This is an optimization exercise on Yosys and OpenROAD, whose aim is a short achievable clock period and few clock cycles, not a production implementation. Function was checked by simulation only, so behaviour that the tests miss may differ from the original.

File: flow/run.sh
#!/bin/bash
# synth_recipe.tcl (not shown) runs the flow's synth.tcl, then flattens the netlist and writes it again
# the make line also repeats each setting of config.mk as NAME=value (left out here)
make -C /OpenROAD-flow-scripts/flow DESIGN_CONFIG=/design/flow/config.mk WORK_HOME=/design/flow/orfs CLKGATE_MAP_FILE= SYNTH_SCRIPT=/design/flow/synth_recipe.tcl finish
File: flow/design.v
module Regfile(
    input clk,
    input reg_write,
    input [4:0] write_reg_addr,
    input [31:0] write_reg_data,
    input [4:0] read_reg0_addr,
    input [4:0] read_reg1_addr,
    output [31:0] read_reg0_data,
    output [31:0] read_reg1_data
);
reg [31:0] reg_mem [1:31];
always @(posedge clk) begin
    if (reg_write && write_reg_addr != 5'd0)
        reg_mem[write_reg_addr] <= write_reg_data;
end
assign read_reg0_data = (read_reg0_addr == 5'd0) ? 32'd0 :
                        (reg_write && write_reg_addr == read_reg0_addr) ? write_reg_data :
                        reg_mem[read_reg0_addr];
assign read_reg1_data = (read_reg1_addr == 5'd0) ? 32'd0 :
                        (reg_write && write_reg_addr == read_reg1_addr) ? write_reg_data :
                        reg_mem[read_reg1_addr];
endmodule
module ID(
    input [31:0] instruction,
    output reg [3:0] alu_op,
    output reg use_imm,
    output reg reg_write,
    output reg mem_read,
    output reg mem_write,
    output reg branch,
    output reg use_rs1,
    output reg use_rs2,
    output [2:0] funct3,
    output [4:0] rs1,
    output [4:0] rs2,
    output [4:0] rd,
    output reg [31:0] imm
);
wire [6:0] opcode = instruction[6:0];
wire [6:0] funct7 = instruction[31:25];
assign funct3 = instruction[14:12];
assign rs1 = instruction[19:15];
assign rs2 = instruction[24:20];
assign rd  = instruction[11:7];
always @(*) begin
    alu_op = 4'd0;
    use_imm = 1'b0;
    reg_write = 1'b0;
    mem_read = 1'b0;
    mem_write = 1'b0;
    branch = 1'b0;
    use_rs1 = 1'b0;
    use_rs2 = 1'b0;
    imm = 32'd0;
    case (opcode)
        7'b0110011: begin  
            use_rs1 = 1'b1;
            use_rs2 = 1'b1;
            if (funct7 == 7'b0000000) begin
                reg_write = 1'b1;
                case (funct3)
                    3'b000: alu_op = 4'd0;
                    3'b001: alu_op = 4'd2;
                    3'b100: alu_op = 4'd5;
                    3'b101: alu_op = 4'd3;
                    3'b110: alu_op = 4'd6;
                    3'b111: alu_op = 4'd7;
                    default: reg_write = 1'b0;
                endcase
            end else if (funct7 == 7'b0100000) begin
                reg_write = 1'b1;
                case (funct3)
                    3'b000: alu_op = 4'd1;
                    3'b101: alu_op = 4'd4;
                    default: reg_write = 1'b0;
                endcase
            end else if (funct7 == 7'b0000001) begin
                reg_write = 1'b1;
                case (funct3)
                    3'b000: alu_op = 4'd8;
                    3'b101: alu_op = 4'd9;
                    default: reg_write = 1'b0;
                endcase
            end
        end
        7'b0010011: begin  
            if (funct3 == 3'b000) begin
                use_rs1 = 1'b1;
                use_imm = 1'b1;
                reg_write = 1'b1;
                imm = {{20{instruction[31]}}, instruction[31:20]};
            end
        end
        7'b0000011: begin  
            if (funct3 == 3'b010) begin
                use_rs1 = 1'b1;
                use_imm = 1'b1;
                reg_write = 1'b1;
                mem_read = 1'b1;
                imm = {{20{instruction[31]}}, instruction[31:20]};
            end
        end
        7'b0100011: begin  
            if (funct3 == 3'b010) begin
                use_rs1 = 1'b1;
                use_rs2 = 1'b1;
                use_imm = 1'b1;
                mem_write = 1'b1;
                imm = {{20{instruction[31]}}, instruction[31:25], instruction[11:7]};
            end
        end
        7'b1100011: begin  
            if (funct3 == 3'b000 || funct3 == 3'b001 || funct3 == 3'b100 || funct3 == 3'b101) begin
                use_rs1 = 1'b1;
                use_rs2 = 1'b1;
                alu_op = 4'd1;
                branch = 1'b1;
                imm = {{20{instruction[31]}}, instruction[7], instruction[30:25], instruction[11:8], 1'b0};
            end
        end
        default: ;
    endcase
end
endmodule
module EX(
    input [3:0] alu_op,
    input [31:0] a,
    input [31:0] b,
    input [2:0] funct3,
    output reg [31:0] result,
    output reg taken
);
always @(*) begin
    case (alu_op)
        4'd0: result = a + b;
        4'd1: result = a - b;
        4'd2: result = a << b[4:0];
        4'd3: result = a >> b[4:0];
        4'd4: result = $signed(a) >>> b[4:0];
        4'd5: result = a ^ b;
        4'd6: result = a | b;
        4'd7: result = a & b;
        4'd8: result = a * b;
        4'd9: result = (b == 32'd0) ? 32'hffffffff : a / b;
        default: result = 32'd0;
    endcase
end
always @(*) begin
    case (funct3)
        3'b000: taken = (a == b);
        3'b001: taken = (a != b);
        3'b100: taken = ($signed(a) < $signed(b));
        3'b101: taken = ($signed(a) >= $signed(b));
        default: taken = 1'b0;
    endcase
end
endmodule
module Riscv(
    input clk,
    input rst_n,
    output [31:0] i_addr,
    input [31:0] i_data,
    output [31:0] d_addr,
    output [31:0] d_wdata,
    output d_we,
    input [31:0] d_rdata
);
reg [31:0] pc;
wire stall;
wire flush;
wire [31:0] branch_target;
assign i_addr = pc;
always @(posedge clk or negedge rst_n) begin
    if (~rst_n)
        pc <= 32'd0;
    else if (flush)
        pc <= branch_target;
    else if (~stall)
        pc <= pc + 32'd4;
end
reg ifid_valid;
reg [31:0] ifid_pc;
reg [31:0] ifid_ins;
always @(posedge clk or negedge rst_n) begin
    if (~rst_n) begin
        ifid_valid <= 1'b0;
        ifid_pc <= 32'd0;
        ifid_ins <= 32'd0;
    end else if (flush) begin
        ifid_valid <= 1'b0;
    end else if (~stall) begin
        ifid_valid <= 1'b1;
        ifid_pc <= pc;
        ifid_ins <= i_data;
    end
end
wire [3:0] d_alu_op;
wire d_use_imm, d_reg_write, d_mem_read, d_mem_write, d_branch, d_use_rs1, d_use_rs2;
wire [2:0] d_funct3;
wire [4:0] d_rs1, d_rs2, d_rd;
wire [31:0] d_imm;
ID ID0(
    .instruction(ifid_ins),
    .alu_op(d_alu_op),
    .use_imm(d_use_imm),
    .reg_write(d_reg_write),
    .mem_read(d_mem_read),
    .mem_write(d_mem_write),
    .branch(d_branch),
    .use_rs1(d_use_rs1),
    .use_rs2(d_use_rs2),
    .funct3(d_funct3),
    .rs1(d_rs1),
    .rs2(d_rs2),
    .rd(d_rd),
    .imm(d_imm)
);
wire wb_write;
wire [4:0] wb_rd;
wire [31:0] wb_data;
wire [31:0] d_rs1_val, d_rs2_val;
Regfile Regfile0(
    .clk(clk),
    .reg_write(wb_write),
    .write_reg_addr(wb_rd),
    .write_reg_data(wb_data),
    .read_reg0_addr(d_rs1),
    .read_reg1_addr(d_rs2),
    .read_reg0_data(d_rs1_val),
    .read_reg1_data(d_rs2_val)
);
reg idex_valid;
reg [31:0] idex_pc;
reg [3:0] idex_alu_op;
reg idex_use_imm, idex_reg_write, idex_mem_read, idex_mem_write, idex_branch;
reg [2:0] idex_funct3;
reg [4:0] idex_rs1, idex_rs2, idex_rd;
reg [31:0] idex_imm, idex_rs1_val, idex_rs2_val;
assign stall = ifid_valid && idex_valid && idex_mem_read && idex_rd != 5'd0 &&
               ((d_use_rs1 && d_rs1 == idex_rd) || (d_use_rs2 && d_rs2 == idex_rd));
always @(posedge clk or negedge rst_n) begin
    if (~rst_n) begin
        idex_valid <= 1'b0;
        idex_pc <= 32'd0;
        idex_alu_op <= 4'd0;
        idex_use_imm <= 1'b0;
        idex_reg_write <= 1'b0;
        idex_mem_read <= 1'b0;
        idex_mem_write <= 1'b0;
        idex_branch <= 1'b0;
        idex_funct3 <= 3'd0;
        idex_rs1 <= 5'd0;
        idex_rs2 <= 5'd0;
        idex_rd <= 5'd0;
        idex_imm <= 32'd0;
        idex_rs1_val <= 32'd0;
        idex_rs2_val <= 32'd0;
    end else begin
        idex_valid <= ifid_valid && ~flush && ~stall;
        idex_pc <= ifid_pc;
        idex_alu_op <= d_alu_op;
        idex_use_imm <= d_use_imm;
        idex_reg_write <= d_reg_write;
        idex_mem_read <= d_mem_read;
        idex_mem_write <= d_mem_write;
        idex_branch <= d_branch;
        idex_funct3 <= d_funct3;
        idex_rs1 <= d_rs1;
        idex_rs2 <= d_rs2;
        idex_rd <= d_rd;
        idex_imm <= d_imm;
        idex_rs1_val <= d_rs1_val;
        idex_rs2_val <= d_rs2_val;
    end
end
reg exmem_valid;
reg exmem_reg_write, exmem_mem_read, exmem_mem_write;
reg [4:0] exmem_rd;
reg [31:0] exmem_alu, exmem_store;
reg memwb_valid;
reg memwb_reg_write;
reg [4:0] memwb_rd;
reg [31:0] memwb_data;
wire fwd_ex_ok = exmem_valid && exmem_reg_write && ~exmem_mem_read && exmem_rd != 5'd0;
wire fwd_wb_ok = memwb_valid && memwb_reg_write && memwb_rd != 5'd0;
wire [31:0] ex_a = (fwd_ex_ok && exmem_rd == idex_rs1) ? exmem_alu :
                   (fwd_wb_ok && memwb_rd == idex_rs1) ? memwb_data : idex_rs1_val;
wire [31:0] ex_rs2 = (fwd_ex_ok && exmem_rd == idex_rs2) ? exmem_alu :
                     (fwd_wb_ok && memwb_rd == idex_rs2) ? memwb_data : idex_rs2_val;
wire [31:0] ex_b = (idex_use_imm) ? idex_imm : ex_rs2;
wire [31:0] ex_result;
wire ex_cond;
EX EX0(
    .alu_op(idex_alu_op),
    .a(ex_a),
    .b(ex_b),
    .funct3(idex_funct3),
    .result(ex_result),
    .taken(ex_cond)
);
assign flush = idex_valid && idex_branch && ex_cond;
assign branch_target = idex_pc + idex_imm;
always @(posedge clk or negedge rst_n) begin
    if (~rst_n) begin
        exmem_valid <= 1'b0;
        exmem_reg_write <= 1'b0;
        exmem_mem_read <= 1'b0;
        exmem_mem_write <= 1'b0;
        exmem_rd <= 5'd0;
        exmem_alu <= 32'd0;
        exmem_store <= 32'd0;
    end else begin
        exmem_valid <= idex_valid;
        exmem_reg_write <= idex_reg_write;
        exmem_mem_read <= idex_mem_read;
        exmem_mem_write <= idex_mem_write;
        exmem_rd <= idex_rd;
        exmem_alu <= ex_result;
        exmem_store <= ex_rs2;
    end
end
assign d_addr = exmem_alu;
assign d_wdata = exmem_store;
assign d_we = exmem_valid && exmem_mem_write;
always @(posedge clk or negedge rst_n) begin
    if (~rst_n) begin
        memwb_valid <= 1'b0;
        memwb_reg_write <= 1'b0;
        memwb_rd <= 5'd0;
        memwb_data <= 32'd0;
    end else begin
        memwb_valid <= exmem_valid;
        memwb_reg_write <= exmem_reg_write;
        memwb_rd <= exmem_rd;
        memwb_data <= exmem_mem_read ? d_rdata : exmem_alu;
    end
end
assign wb_write = memwb_valid && memwb_reg_write;
assign wb_rd = memwb_rd;
assign wb_data = memwb_data;
endmodule
File: flow/constraint.sdc
create_clock -name core_clock -period 75.0 [get_ports {clk}]
set_input_delay 15.0000 -clock core_clock [delete_from_list [all_inputs] [get_ports {clk}]]
set_output_delay 15.0000 -clock core_clock [all_outputs]
set_load 0.01 [all_outputs]
File: flow/config.mk
export PLATFORM = sky130hd
export DESIGN_NAME = Riscv
export DESIGN_NICKNAME = Riscv
export VERILOG_FILES = /design/flow/design.v
export SDC_FILE = /design/flow/constraint.sdc
export NUM_CORES = 4
export LEC_CHECK = 0
export CAP_MARGIN = 20
export CORE_MARGIN = 2
export CORE_UTILIZATION = 40
export PLACE_DENSITY = 0.6
export SLEW_MARGIN = 20
==> reports/metrics.csv <==
metric,value,unit
start_kind,register,
port-buffer-count,162,
cp.required,75.62,ns
ys_seq_area_frac,0.3424,
via_per_inst,6.077,
top_level_ports,163,
die_w,533.8,um
syn_avg_cell_area,10.03,um^2
drv_slew,0,
pre_cts_slack,-1.662,ns
r2r-start,memwb_rd[2],
placed_cell_area,133200,um^2
synth_top_family_by_area,adder cells,
r2r_slack,2.77,ns
numCtsBuffers,138,
core_area,279400,um^2
area_delta_synth_final,25.02,%
maxSlewHeadroom,0.1036,
first_global_vias,102700,
final_layout_size_suffix_gt1_frac,0.2695,
synth_area,112300,um^2
clk_pin_slew,0.06,ns
timing_worst_setup_path_type,reg -> reg,
finalNetCount,14380,
fp-row-count,194,
grt_pass1_wl,728.8,mm
ys_warn_count,4,
clock-sinks,1338,
syn_inst,11200,
wl,515.0,mm
synth.most_common_cell,nor2_1,
synth-xor-area-share,0.03745,
synth-async-reset-ratio,0.2586,
cp-startpoint,memwb_rd[2],
start_util,0.4019,
vias,103200,
synth_top_cell_by_area,edfxtp_1,
hold_start,idex_mem_write,
hold_viol_final,0,
fmaxAchievable,0.01384,GHz
place_hpwl,378.9,mm
antenna_found_initial,44,
highest_layer,met5,
fin_crit,72.23,ns
r2r_end,exmem_alu[0],
place_congestion,1.035,
synthAdderAreaFrac,0.1606,
wl_met3,41.84,mm
cts_tree,done,
synthMuxAreaShare,0.1323,
slowest_delay,0.60,ns
grt_max_degree,137,
clock_path_buffers,4,
synth_cell_type_count,122,
setup_viol,0,
drt-pass1-iter-count,6,
ant_nets,0,
groute.usage.overall,0.3517,
status,"complete, no violations",
synth-edff-count,992,
die_area,284900,um^2
synth_compound_area_frac,0.1531,
wl_per_cell,30.33,um
synth-simple-area-share,0.1292,
ys.flop_type,edfxtp_1,
worstSkewPairLatency,0.80,ns
critPathMaxFanout,12,
hold_path_class,reg -> reg,
worst_slack,2.770,ns
syn_nets,12460,
worstHoldEndpoint,exmem_mem_write,
clock-skew-final,0.06694,ns
synthTopCellsByArea,"edfxtp_1 27%, ha_1 8.7%, dfrtp_1 7.7%",
tightest_slew,1.345,ns
clockRootBuffer,clkbuf_16,
fin_setup_tns,0,ns
ys_seq_elements,1338,
drtIter0Drc,10640,
htreeDepth,4,
m1WireLength,195.8,mm
synth_top_area_frac,0.2653,
fin_area,140400,um^2
drc,0,
synth_commonest_cells,"1,095 x nor2_1, 1,036 x nand2_1, 992 x edfxtp_1",
cp.arrival,72.85,ns
fin_crit_sh,0.9631,
crit_top_cell,o21a_1,
reg2reg_depth,377,
overflow,0,
whs_path_depth,0,
setup.worst_path.end_class,register,
max-cap-violations,0,
cpMaxStageDelayCell,or4_1,
die_y,533.8,um
dr_wl_met2,234.9,mm
[through the flow]
stage                       util  std cells  hold WS, ns
after global placement    0.4766      16590       0.3336
after floorplan                -      11200       0.3312
after global routing      0.5022      16950       0.3589
after CTS                 0.4925      16830       0.3492
final                     0.5024      16980       0.3471
after detailed placement  0.4767      16590       0.3362
[how the worst max path moves through the flow]
stage,to,slack (ns),cells past startpoint
final,exmem_alu[0],2.77,377
after global routing,exmem_alu[0],-0.69,385
after CTS,exmem_alu[0],0.009,371
after detailed placement,exmem_alu[0],-1.66,356
after global placement,exmem_alu[0],0.15,371
after floorplan,exmem_alu[0],0.001,386
[layout by cell type (no fill, tap or decap), drive strengths merged, types with 161 or more instances in the layout]
| cell | n |
|---|---|
| nor2 | 1098 |
| buf | 2222 |
| nor3 | 273 |
| inv | 703 |
| nand2 | 1039 |
| nand3 | 189 |
| edfxtp | 992 |
| clkdlybuf4s50 | 161 |
| a21o | 162 |
| o21ai | 599 |
| mux2 | 184 |
| o21a | 180 |
| ha | 783 |
| dfrtp | 346 |
| mux4 | 372 |
| clkbuf | 177 |
| xnor2 | 331 |
| fa | 411 |
| a21oi | 714 |
| mux2i | 439 |
[critical path: cells and delay by family, from the launching register on]
family	cells	cell delay (ns)
AOI/OAI and AO/OA	214	39.43
xor gates and xnor gates	2	0.28
adders and majority gates	31	8.53
buffers and inverters	36	5.50
DFF	1	0.40
muxes	8	2.38
and+or+nand+nor	86	15.37
[flip-flops by register name, summed over array words and instances (netlist names), 32 cells and up]
name and cells:
memwb_data 32, exmem_store 32, ifid_pc 32, idex_rs2_val 32, idex_rs1_val 32, ifid_ins 32, Regfile0.reg_mem 992, exmem_alu 32
pc 32, idex_pc 32
[what timing repair did]
action / CTS / global route
hold buffers: 0 / 0
gates resized for setup: 47 / 388
setup endpoints to repair: 1 / 3
buffers inserted: 6 / 102
cloned: 0 / 2
pin swaps: 10 / 224
[final cells by class]
| cell class | count | area, um^2 |
|---|---|---|
| clock buffer | 176 | 3710 |
| fill | 25430 | 139000 |
| clock inverter | 50 | 478.0 |
| antenna | 49 | 122.6 |
| tap | 3724 | 4659 |
| inverter | 717 | 2694 |
| sequential | 1338 | 38480 |
| multi-input combinational | 8541 | 71570 |
| timing repair buffer | 2384 | 18640 |
[metal layers]
layer,GRT usage,vias up
li1,-,44950
met1,0.4361,51600
met2,0.5612,5180
met3,0.06033,1424
met4,0.2412,24
met5,0,-
[logic make-up (layout without fill, tap and decap cells)]
logic type,after synthesis,after routing
DFF,1338,1338
other,0,49
xor gates and xnor gates,480,480
and+or+nand+nor,3225,3225
muxes,995,995
buffers and inverters,1319,3327
adders and majority gates,1195,1195
AOI/OAI and AO/OA,2645,2646
Testbench counts, summed over its fixed seeds: cycles 29,252.

-- port drivers added, routing unchanged --
The flow's constraints put no driver on any port. The routed layout listed below was extracted and timed again, unchanged, in two steps.
Step 1 sets driving cells, clkbuf_16 on the clock port and buf_2 on the other inputs (assumed; they add their load-dependent delay and slew).
Step 2, shift: input delay + t, output delay - t, t = (earliest + latest rising clock arrival at the registers) / 2. This alone moves slack from input paths to output paths.
Three values: ideal ports, drivers, drivers and shift; two values: the first two.
t, ns: 0.848
setup WS [ns]: 2.770 / 2.770 / 2.770
worst hold slack (ns): 0.347 / 0.347 / 0.347
After both steps this run still meets setup and hold. The setup slack of this run moves by 0.000 ns with the drivers and by 0.000 ns with both steps.
